From an optimization exercise on the open Yosys and OpenROAD flow, aimed at small area; shortcuts taken in it are not production practice. Function was checked by simulation only, so behaviour that the tests miss may differ from the original.

Setup of before:
==> flow/design.v (excerpt) <==
module RsDecodeTop(
   CLK,
   RESET,
   enable,
   startPls,
   erasureIn,
   dataIn,
   outEnable,
   outStartPls,
   outDone,
   errorNum,
   erasureNum,
   fail,
   delayedData,
   outData
);
For scale: ~14,000 cells after synthesis, roughly 2,700 flip-flops, about 39 I/O pins.
make LEC_CHECK=0 CAP_MARGIN=20 CORE_MARGIN=2 CORE_UTILIZATION=60 CTS_CLUSTER_DIAMETER=70 CTS_CLUSTER_SIZE=24 SLEW_MARGIN=20 finish   # period 10.0 ns
run.sh (not shown) runs the stock make flow with config.mk's settings and CLKGATE_MAP_FILE= SYNTH_SCRIPT=/design/flow/synth_recipe.tcl, a recipe that flattens the netlist after the stock synthesis.
before ran to completion and came out clean on the timing, DRC and antenna checks.
Here is what was changed in the inputs of after compared with before.
Settings: CTS_CLUSTER_DIAMETER no longer set, was 70; CTS_CLUSTER_SIZE no longer set, was 24.
==> flow/flow/run.sh (new file) <==
#!/bin/bash
set -o pipefail
cp standard.sh standard_sh.txt
export CTS_ARGS="-sink_clustering_enable -repair_clock_nets -dont_use_dummy_load -sink_clustering_size 24 -sink_clustering_max_diameter 70"
bash standard.sh > standard.log 2>&1
==> flow/standard.sh (new file) <==
#!/bin/bash
# synth_recipe.tcl (not shown) runs the flow's synth.tcl, then flattens the netlist and writes it again
# the make line also repeats each setting of config.mk as NAME=value (left out here)
make -C /OpenROAD-flow-scripts/flow DESIGN_CONFIG=/design/flow/config.mk WORK_HOME=/design/flow/orfs CLKGATE_MAP_FILE= SYNTH_SCRIPT=/design/flow/synth_recipe.tcl "${@:-finish}"
removed: flow/run.sh
Findings:
Min number of DRC markers after the initial detailed-route iteration across before and after: after
Worst hold margin (after over before): decrease, 0.0033 ns
Diff after..before | final sequential cell count | negligible

## lane 1
RsDecodeTop, a different RTL version from the one above (not shown whole).
For scale: roughly 14000 cells after synthesis, ~2700 flip-flops, roughly 39 I/O pins.
==> flow/config.mk <==
export PLATFORM = sky130hd
export DESIGN_NAME = RsDecodeTop
export DESIGN_NICKNAME = RsDecodeTop
export VERILOG_FILES = /design/flow/design.v
export SDC_FILE = /design/flow/constraint.sdc
export NUM_CORES = 4
export LEC_CHECK = 0
export CAP_MARGIN = 10
export CORE_MARGIN = 2
export CORE_UTILIZATION = 45
export SLEW_MARGIN = 10
==> flow/constraint.sdc <==
create_clock -name core_clock -period 10.0 [get_ports {CLK}]
set_input_delay 2.0000 -clock core_clock [delete_from_list [all_inputs] [get_ports {CLK}]]
set_output_delay 2.0000 -clock core_clock [all_outputs]
set_load 0.01 [all_outputs]
standard.sh (not shown) runs the stock make flow with config.mk's settings and CLKGATE_MAP_FILE= SYNTH_SCRIPT=/design/flow/synth_recipe.tcl, a recipe that flattens the netlist after the stock synthesis.
==> flow/flow/run.sh <==
#!/bin/bash
set -o pipefail
cp standard.sh standard_sh.txt
export CTS_ARGS="-sink_clustering_enable -repair_clock_nets -dont_use_dummy_load -sink_clustering_size 28 -sink_clustering_max_diameter 70"
bash standard.sh > standard.log 2>&1
Modified inputs, lane 4 compared to lane 1
Settings: CAP_MARGIN now 20, was 10; SLEW_MARGIN now 20, was 10.
==> flow/flow/run.sh <==
#!/bin/bash
set -o pipefail
cp standard.sh standard_sh.txt
export CTS_ARGS="-sink_clustering_enable -repair_clock_nets -dont_use_dummy_load -sink_clustering_size 18 -sink_clustering_max_diameter 50 -sink_clustering_buffer sky130_fd_sc_hd__clkbuf_8"
bash standard.sh > standard.log 2>&1
Notes after the runs:
- Delta (lane 4 minus lane 1): wire length of the first global-routing pass up 2.8 mm, non-clock buffer count saw an increase.
- Lane 4 vs lane 1 on total via count after detailed routing: lane 4 is the higher one.
- Taking lane 1 as the reference point, the hold slack of lane 4 rises by 0.011 ns.
- Compared lane 4 vs lane 1, and share of the clock period used by the worst path after layout is up in lane 4.
- Compared with lane 1, lane 4 shows a area growth from synthesis to layout that is 0.52 points higher.
- Comparing lane 1 and lane 4, the higher routed wire length was measured on lane 4.

==> re-timing with driven ports <==
Ports are ideal in the flow. The routed layouts listed here were re-timed in OpenROAD.
Step 1: set_driving_cell puts a clkbuf_16 on CLK and a buf_2 on each other input, an assumption about the parent block.
Step 2 also shifts input and output timing later by t, the mid clock arrival at the registers, as if the neighbouring blocks saw the same clock.
Three values: no drivers, after step 1, after step 2; two values: the first two.
run	t, ns	setup WS [ns]	worst register clock-pin slew, ns	cell pins on the clock port's net
before	0.983	1.945 / 1.945 / 1.945	0.11 / 0.11	1
after	0.934	2.000 / 2.000 / 2.000	0.10 / 0.10	1
lane 1	0.975	2.195 / 2.195 / 2.195	0.12 / 0.12	1
lane 4	0.985	2.146 / 2.146 / 2.146	0.11 / 0.11	1
After both steps setup and hold are still met in every run listed.
